Source: an optimization exercise on an open RTL-to-GDS flow (aim: small area, a short achievable clock period and few clock cycles). Production flows keep margins and buffers that such runs may drop. At most, simulation tests tie the RTL to the original design; equivalence was not proved. Power figures rest on the tool's default switching activity, not on a simulated workload.

==> run a: inputs <==
==> flow/design.v <==
module alu #(parameter WORD_W = 8)
            (input logic clock, n_reset, load_REG, ALU_REG, ALU_add, ALU_sub, ALU_xor,
             input logic [WORD_W-1:0] Adata,
             output logic [WORD_W-1:0] Wdata,
             output logic z_flag);
always_comb
  if (Wdata == 0)
    z_flag = 1'b1;
  else
    z_flag = 1'b0;
always_ff @(posedge clock, negedge n_reset)
  begin
  if (!n_reset)
    Wdata <= 0;
  else
    if (load_REG)
      if (ALU_REG)
        begin
        if (ALU_add)
          Wdata <= Wdata + Adata;
        else if (ALU_sub)
          Wdata <= Wdata - Adata;
        else if (ALU_xor)
          Wdata <= Wdata ^ Adata;
        end
      else
        Wdata <= Adata;
  end
endmodule
module buffer #(parameter WORD_W = 8, OP_W = 3)
               (output logic [WORD_W-1:0] Sdata, 
                input logic [WORD_W-1:0] switches,
                input logic clock);
always_ff @(posedge clock)
  Sdata <= switches;
endmodule
module decoder #(parameter OP_W = 3)
                  (input logic clock, n_reset, z_flag,
                   input logic [OP_W-1:0] op,
                   output logic load_REG, load_PC, load_IR,  ALU_REG, 
                                ALU_add, ALU_sub, ALU_xor, INC_PC, WE, IMM, IND);
enum logic {fetch, execute} Present_State, Next_State;
always_ff @(posedge clock, negedge n_reset)
  begin: seq
    if (!n_reset)
      Present_State <= fetch;
    else
      Present_State <= Next_State;
    end
always_comb
  begin: com
  load_REG = 1'b0;
  load_IR = 1'b0;
  ALU_REG = 1'b0;
  ALU_add = 1'b0;
  ALU_sub = 1'b0;
  ALU_xor = 1'b0;
  INC_PC = 1'b0;
  load_PC = 1'b0;
  IND = 1'b0;
  WE = 1'b0;
  IMM = 1'b0;
  unique case (Present_State)
    fetch:  begin
      load_IR = 1'b1;
      Next_State = execute;
    end
    execute: begin
      load_PC = 1'b1;
      INC_PC = 1'b1;
      unique case (op)
      3'b001: begin
              WE = 1'b1;
              end
      3'b000:  begin
              load_REG = 1'b1;
              end
      3'b100:   begin
              if (z_flag == 1'b0)
                INC_PC = 1'b0;
              end    
      3'b010:   begin
              load_REG = 1'b1;
              ALU_REG = 1'b1;
              ALU_add = 1'b1;
              end    
      3'b011:   begin
              load_REG = 1'b1;
              ALU_REG = 1'b1;
              ALU_sub = 1'b1;
              end 
      3'b101:  begin
              IMM = 1'b1;
              load_REG = 1'b1;
              end
      3'b110:   begin
              load_REG = 1'b1;
              ALU_REG = 1'b1;
              ALU_xor = 1'b1;
              end  
      3'b111: begin
              load_REG = 1'b1;
              IND = 1'b1;
              end
      default:; 
      endcase
      Next_State = fetch;
      end
  endcase
  end
endmodule
module dmem #(parameter WORD_W = 8, OP_W = 3)
               (output logic [WORD_W-1:0] Mdata,
                output logic [WORD_W-1:0] digits,
                input logic [WORD_W-1:0] Wdata,
                input logic [WORD_W-1:0] switches,
                input logic [WORD_W-OP_W-1:0] Raddress,
                input logic [WORD_W-OP_W-1:0] Waddress,
                input logic WE, clock);
logic [WORD_W-1:0] mem [0:30];
always_ff @(posedge clock)
  if (WE)
    for (int i = 0; i <= 30; i++)
      if ((i == 0 || i >= 9) && Waddress == i)
        mem[i] <= Wdata;
assign digits = mem[30];
always_comb
  case (Raddress)
    1: Mdata = 8'd15;
    2: Mdata = 8'd9;
    3: Mdata = 8'd25;
    4: Mdata = 8'd20;
    5: Mdata = 8'd13;
    6: Mdata = 8'd13;
    7: Mdata = 8'd22;
    8: Mdata = 8'd11;
    31: Mdata = switches;
    default: Mdata = mem[Raddress];
  endcase
endmodule
module ir  #(parameter WORD_W = 8, OP_W = 3)
             (input logic clock, n_reset, load_IR,
              input logic[WORD_W-1:0] Idata,
              output logic [WORD_W-OP_W-1:0] operand,
              output logic [OP_W-1:0] op);
logic  [WORD_W-1:0] instr_reg;
always_comb
  {op, operand} = instr_reg;
always_ff @(posedge clock, negedge n_reset)
  begin
  if (!n_reset)
    instr_reg <= 0;
  else
    if (load_IR)
      instr_reg <= Idata;
  end
endmodule
module pc #(parameter WORD_W = 8, OP_W = 3)
               (input logic clock, n_reset, INC_PC, load_PC,
                input logic [WORD_W-OP_W-1:0] branchaddr,
                output logic [WORD_W-OP_W-1:0] Iaddress);
always_ff @(posedge clock, negedge n_reset)
  begin
  if (!n_reset)
    Iaddress <= 0;
  else
    if (load_PC)
      if (INC_PC)
        Iaddress <= Iaddress + 1;
      else
        Iaddress <= branchaddr;
  end
endmodule
module register #(parameter WORD_W = 8, OP_W = 3)
                (output logic [WORD_W-1:0] digits,
                input logic [WORD_W-1:0] Wdata,
                input logic WE, clock);
always_ff @(posedge clock)
  begin
  if (WE) 
    digits <= Wdata;
  end
endmodule
module sevenseg(output logic [6:0] seg, 
                input logic [3:0] digit);
always_comb
  unique case (digit)
    4'b0000 : seg = 7'b1000000;
    4'b0001 : seg = 7'b1111001;
    4'b0010 : seg = 7'b0100100;
    4'b0011 : seg = 7'b0110000;
    4'b0100 : seg = 7'b0011001;
    4'b0101 : seg = 7'b0010010;
    4'b0110 : seg = 7'b0000010;
    4'b0111 : seg = 7'b1111000;
    4'b1000 : seg = 7'b0000000;
    4'b1001 : seg = 7'b0010000;
    4'b1010 : seg = 7'b0001000;
    4'b1011 : seg = 7'b0000011;
    4'b1100 : seg = 7'b1000110;
    4'b1101 : seg = 7'b0100001;
    4'b1110 : seg = 7'b0000110;
    4'b1111 : seg = 7'b0001110;
    default : seg = 7'b1111111;
  endcase
endmodule
module cpu3 #(parameter WORD_W = 8, OP_W = 3)
             (input logic clock, n_reset,
              input logic [WORD_W-1:0] switches,
              input logic [WORD_W-1:0] Idata,
              output logic [WORD_W-OP_W-1:0] Iaddress,
              output logic [6:0] disp0, disp1);
localparam A_W = WORD_W - OP_W;
logic [WORD_W-1:0] instr_reg;
logic [OP_W-1:0]   op;
logic [A_W-1:0]    operand;
logic [WORD_W-1:0] A, A_next, Mdata, digits, cmp;
logic [A_W-1:0]    Raddress;
logic              z_next, mem_op, taken, sub;
logic [WORD_W:0]   sum;
assign {op, operand} = instr_reg;
assign Raddress = (op == 3'b111) ? A[A_W-1:0] : operand;
dmem #(.WORD_W(WORD_W), .OP_W(OP_W)) dmem0
  (.Mdata(Mdata), .digits(digits), .Wdata(A), .switches(switches),
   .Raddress(Raddress), .Waddress(operand), .WE(op == 3'b001), .clock(clock));
assign sub = (op == 3'b011);
assign sum = {A, 1'b1} + {Mdata ^ {WORD_W{sub}}, sub};
always_comb
  case (op)
    3'b000, 3'b111: A_next = Mdata;
    3'b010, 3'b011:    A_next = sum[WORD_W:1];
    3'b110:          A_next = A ^ Mdata;
    3'b101:        A_next = {{OP_W{1'b0}}, operand};
    default:       A_next = A;
  endcase
always_comb begin
  case (op)
    3'b010:          cmp = -A;
    3'b011, 3'b110:    cmp = A;
    default:       cmp = '0;
  endcase
  case (op)
    3'b000, 3'b111, 3'b010, 3'b011, 3'b110: mem_op = 1'b1;
    default:                         mem_op = 1'b0;
  endcase
end
always_comb
  if (mem_op)
    z_next = (Mdata == cmp);
  else if (op == 3'b101)
    z_next = (operand == 0);
  else
    z_next = (A == 0);
always_ff @(posedge clock, negedge n_reset)
  if (!n_reset)
    A <= '0;
  else
    A <= A_next;
assign taken = (Idata[WORD_W-1:A_W] == 3'b100) && !z_next;
always_ff @(posedge clock, negedge n_reset)
  if (!n_reset)
    begin
    Iaddress <= '0;
    instr_reg[WORD_W-1:A_W] <= 3'b100;
    end
  else
    begin
    Iaddress <= taken ? Idata[A_W-1:0] : Iaddress + 1'b1;
    instr_reg[WORD_W-1:A_W] <= Idata[WORD_W-1:A_W];
    end
always_ff @(posedge clock)
  instr_reg[A_W-1:0] <= Idata[A_W-1:0];
sevenseg d0 (.digit(digits[3:0]), .seg(disp0));
sevenseg d1 (.digit(digits[7:4]), .seg(disp1));
endmodule
==> flow/run.sh <==
#!/bin/bash
# synth_recipe.tcl (not shown) runs the flow's synth.tcl, then flattens the netlist and writes it again
# the make line also repeats each setting of config.mk as NAME=value (left out here)
make -C /OpenROAD-flow-scripts/flow DESIGN_CONFIG=/design/flow/config.mk WORK_HOME=/design/flow/orfs CLKGATE_MAP_FILE= SYNTH_SCRIPT=/design/flow/synth_recipe.tcl finish
==> flow/config.mk <==
export PLATFORM = sky130hd
export DESIGN_NAME = cpu3
export DESIGN_NICKNAME = cpu3
export VERILOG_FILES = /design/flow/design.v
export SDC_FILE = /design/flow/constraint.sdc
export NUM_CORES = 4
export LEC_CHECK = 0
export ABC_AREA = 1
export CAP_MARGIN = 20
export CORE_MARGIN = 2
export CORE_UTILIZATION = 60
export PLACE_DENSITY = 0.7
export SETUP_SLACK_MARGIN = 3.0
export SLEW_MARGIN = 20
==> flow/constraint.sdc <==
create_clock -name core_clock -period 6.0 [get_ports {clock}]
set_input_delay 1.2000 -clock core_clock [delete_from_list [all_inputs] [get_ports {clock}]]
set_output_delay 1.2000 -clock core_clock [all_outputs]
set_load 0.01 [all_outputs]
==> inputs of run b, as changes to run a <==
--- a/flow/design.v
+++ b/flow/design.v
@@ -112,3 +112,3 @@
 module dmem #(parameter WORD_W = 8, OP_W = 3)
-               (output logic [WORD_W-1:0] Mdata,
+               (output logic [WORD_W-1:0] Mdata, Ndata,
                 output logic [WORD_W-1:0] digits,
@@ -116,6 +116,7 @@
                 input logic [WORD_W-1:0] switches,
-                input logic [WORD_W-OP_W-1:0] Raddress,
+                input logic [WORD_W-OP_W-1:0] Raddress, Naddress,
                 input logic [WORD_W-OP_W-1:0] Waddress,
                 input logic WE, clock);
-logic [WORD_W-1:0] mem [0:30];
+localparam N = 2**(WORD_W-OP_W);
+logic [WORD_W-1:0] mem [0:N-1];
 always_ff @(posedge clock)
@@ -126,15 +127,27 @@
 assign digits = mem[30];
-always_comb
-  case (Raddress)
-    1: Mdata = 8'd15;
-    2: Mdata = 8'd9;
-    3: Mdata = 8'd25;
-    4: Mdata = 8'd20;
-    5: Mdata = 8'd13;
-    6: Mdata = 8'd13;
-    7: Mdata = 8'd22;
-    8: Mdata = 8'd11;
-    31: Mdata = switches;
-    default: Mdata = mem[Raddress];
-  endcase
+logic [WORD_W-1:0] word [0:N-1];
+always_comb
+  for (int i = 0; i < N; i++)
+    case (i)
+      1: word[i] = 8'd15;
+      2: word[i] = 8'd9;
+      3: word[i] = 8'd25;
+      4: word[i] = 8'd20;
+      5: word[i] = 8'd13;
+      6: word[i] = 8'd13;
+      7: word[i] = 8'd22;
+      8: word[i] = 8'd11;
+      31: word[i] = switches;
+      default: word[i] = mem[i];
+    endcase
+always_comb
+  begin
+  Mdata = '0;
+  Ndata = '0;
+  for (int i = 0; i < N; i++)
+    begin
+    Mdata = Mdata | ({WORD_W{Raddress == i}} & word[i]);
+    Ndata = Ndata | ({WORD_W{Naddress == i}} & word[i]);
+    end
+  end
 endmodule
@@ -213,42 +226,49 @@
 localparam A_W = WORD_W - OP_W;
-logic [WORD_W-1:0] instr_reg;
-logic [OP_W-1:0]   op;
-logic [A_W-1:0]    operand;
-logic [WORD_W-1:0] A, A_next, Mdata, digits, cmp;
-logic [A_W-1:0]    Raddress;
-logic              z_next, mem_op, taken, sub;
-logic [WORD_W:0]   sum;
-assign {op, operand} = instr_reg;
-assign Raddress = (op == 3'b111) ? A[A_W-1:0] : operand;
+logic do_load, do_loadr, do_store, do_add, do_dbl, do_sub, do_xor, do_loadi,
+      do_keep;
+logic [A_W-1:0]    Daddress;
+logic [WORD_W-1:0] Mreg;
+logic [A_W-1:0]    Aaddr;
+logic [WORD_W-1:0] A, A_next, Mdata, Ndata, digits, sum, b, x, k;
+logic [WORD_W:0]   g0, p0, g1, p1, g2, p2, g3;
+logic [OP_W-1:0]   fop;
+logic [A_W-1:0]    fadr;
+logic              z_next, taken, fwd, stall;
 dmem #(.WORD_W(WORD_W), .OP_W(OP_W)) dmem0
-  (.Mdata(Mdata), .digits(digits), .Wdata(A), .switches(switches),
-   .Raddress(Raddress), .Waddress(operand), .WE(op == 3'b001), .clock(clock));
-assign sub = (op == 3'b011);
-assign sum = {A, 1'b1} + {Mdata ^ {WORD_W{sub}}, sub};
-always_comb
-  case (op)
-    3'b000, 3'b111: A_next = Mdata;
-    3'b010, 3'b011:    A_next = sum[WORD_W:1];
-    3'b110:          A_next = A ^ Mdata;
-    3'b101:        A_next = {{OP_W{1'b0}}, operand};
-    default:       A_next = A;
-  endcase
-always_comb begin
-  case (op)
-    3'b010:          cmp = -A;
-    3'b011, 3'b110:    cmp = A;
-    default:       cmp = '0;
-  endcase
-  case (op)
-    3'b000, 3'b111, 3'b010, 3'b011, 3'b110: mem_op = 1'b1;
-    default:                         mem_op = 1'b0;
-  endcase
-end
-always_comb
-  if (mem_op)
-    z_next = (Mdata == cmp);
-  else if (op == 3'b101)
-    z_next = (operand == 0);
-  else
+  (.Mdata(Mdata), .Ndata(Ndata), .digits(digits), .Wdata(A), .switches(switches),
+   .Raddress(fadr), .Naddress(Aaddr), .Waddress(Daddress), .WE(do_store),
+   .clock(clock));
+assign b = Mreg ^ {WORD_W{do_sub}};
+assign g0 = {A & b, do_sub};
+assign p0 = {A | b, 1'b0};
+assign g1 = {g0[WORD_W:1] | (p0[WORD_W:1] & g0[WORD_W-1:0]), g0[0]};
+assign p1 = {p0[WORD_W:1] & p0[WORD_W-1:0], p0[0]};
+assign g2 = {g1[WORD_W:2] | (p1[WORD_W:2] & g1[WORD_W-2:0]), g1[1:0]};
+assign p2 = {p1[WORD_W:2] & p1[WORD_W-2:0], p1[1:0]};
+assign g3 = {g2[WORD_W:4] | (p2[WORD_W:4] & g2[WORD_W-4:0]), g2[3:0]};
+assign sum = A ^ b ^ g3[WORD_W-1:0];
+assign x = A ^ Mreg;
+assign A_next = ({WORD_W{do_load}} & Mreg)
+              | ({WORD_W{do_loadr}} & Ndata)
+              | ({WORD_W{do_add || do_sub}} & sum)
+              | ({WORD_W{do_dbl}} & {A[WORD_W-2:0], 1'b0})
+              | ({WORD_W{do_xor}} & x)
+              | ({WORD_W{do_loadi}} & {{OP_W{1'b0}}, Daddress})
+              | ({WORD_W{do_keep}} & A);
+assign k = {A[WORD_W-2:0] | Mreg[WORD_W-2:0], 1'b0};
+always_comb
+  if (do_add)
+    z_next = (x == k);
+  else if (do_sub || do_xor)
+    z_next = (x == 0);
+  else if (do_load)
+    z_next = (Mreg == 0);
+  else if (do_loadi)
+    z_next = (Daddress == 0);
+  else if (do_keep)
     z_next = (A == 0);
+  else if (do_dbl)
+    z_next = (A[WORD_W-2:0] == 0);
+  else
+    z_next = 1'b1;
 always_ff @(posedge clock, negedge n_reset)
@@ -258,3 +278,9 @@
     A <= A_next;
-assign taken = (Idata[WORD_W-1:A_W] == 3'b100) && !z_next;
+always_ff @(posedge clock)
+  Aaddr <= A_next[A_W-1:0];
+assign fop = Idata[WORD_W-1:A_W];
+assign fadr = Idata[A_W-1:0];
+assign stall = (fop == 3'b100) && do_loadr;
+assign taken = (fop == 3'b100) && !z_next;
+assign fwd = do_store && (Daddress == fadr) && (fadr == 0 || (fadr >= 9 && fadr <= 30));
 always_ff @(posedge clock, negedge n_reset)
@@ -263,3 +289,11 @@
     Iaddress <= '0;
-    instr_reg[WORD_W-1:A_W] <= 3'b100;
+    do_load  <= 1'b0;
+    do_loadr <= 1'b0;
+    do_store <= 1'b0;
+    do_add   <= 1'b0;
+    do_dbl   <= 1'b0;
+    do_sub   <= 1'b0;
+    do_xor   <= 1'b0;
+    do_loadi <= 1'b0;
+    do_keep  <= 1'b0;
     end
@@ -267,7 +301,19 @@
     begin
-    Iaddress <= taken ? Idata[A_W-1:0] : Iaddress + 1'b1;
-    instr_reg[WORD_W-1:A_W] <= Idata[WORD_W-1:A_W];
-    end
-always_ff @(posedge clock)
-  instr_reg[A_W-1:0] <= Idata[A_W-1:0];
+    if (!stall)
+      Iaddress <= taken ? fadr : Iaddress + 1'b1;
+    do_load  <= (fop == 3'b000) && !fwd;
+    do_loadr <= (fop == 3'b111);
+    do_store <= (fop == 3'b001);
+    do_add   <= (fop == 3'b010) && !fwd;
+    do_dbl   <= (fop == 3'b010) && fwd;
+    do_sub   <= (fop == 3'b011) && !fwd;
+    do_xor   <= (fop == 3'b110) && !fwd;
+    do_loadi <= (fop == 3'b101);
+    do_keep  <= (fop == 3'b001) || (fop == 3'b100) || ((fop == 3'b000) && fwd);
+    end
+always_ff @(posedge clock)
+  begin
+  Daddress <= fadr;
+  Mreg <= Mdata;
+  end
 sevenseg d0 (.digit(digits[3:0]), .seg(disp0));
--- a/flow/config.mk
+++ b/flow/config.mk
@@ -11,4 +11,7 @@
 export CORE_UTILIZATION = 60
+export CTS_BUF_LIST = sky130_fd_sc_hd__clkbuf_8
+export CTS_CLUSTER_DIAMETER = 50
+export CTS_CLUSTER_SIZE = 16
 export PLACE_DENSITY = 0.7
-export SETUP_SLACK_MARGIN = 3.0
+export SETUP_SLACK_MARGIN = 3.8
 export SLEW_MARGIN = 20
==> summary of the runs <==
- Run a finished with timing, DRC and antenna clean. Run b finished with timing, DRC and antenna clean.
- Of run b and run a, run b has the higher clock skew (gap 0.027 ns).
- Clock power: run a is higher than run b (about 20%).
- Against run b, the register-to-register slack of run a is lower by 1.6 ns.
- Power: run b is higher than run a (21%).
- In run b the die area is higher than in run a, by 17%.
==> figures <==
item	run b	run a
Run status	finished clean	finished clean
Placement-stage worst setup slack	1.909 ns	1.124 ns
Count of buffers not belonging to the clock network in the layout	97	108
Seq area share	46.20%	48.65%
# placed instances	1675	1354
Routed wirelength normalized by instance count	32.49 microns	20.11 microns
Hold slack	0.5569 ns	0.5816 ns
Required arrival time at the worst endpoint	4.80 ns	6.40 ns
CP endpoint kind	output pin	flop
Slowest-stage cell, CP	sky130_fd_sc_hd__dfrtp_1	sky130_fd_sc_hd__dfstp_2
Clock buffer count from CTS	26	24
Testbench counts of run b, summed over its fixed seeds: cycles 80,948.
For run a, only the layout was checked, not whether the RTL still works.

-- separate check: timing with driven ports --
Ports are ideal in the flow. The routed layouts listed here were re-timed in OpenROAD. Step 1, drivers: a clkbuf_16 drives clock and a buf_2 each remaining input, both assumed. Step 2, shift: input delay + t, output delay - t, t = (earliest + latest rising clock arrival at the registers) / 2. This alone moves slack from input paths to output paths. a / b / c = ideal / step 1 / step 2; a / b = the first two.
run | t (ns) | setup slack, ns | hold slack, ns | worst setup path after step 2
run a | 0.566 | 2.011 / 2.011 / 2.011 | 0.582 / 0.582 / 0.582 | register to register
run b | 0.650 | 3.608 / 3.561 / 3.042 | 0.557 / 0.562 / 0.582 | input to register
After both steps every run listed still meets setup and hold. The setup slack of run b, which loses most, moves by -0.047 ns with the drivers and by -0.566 ns with both steps.
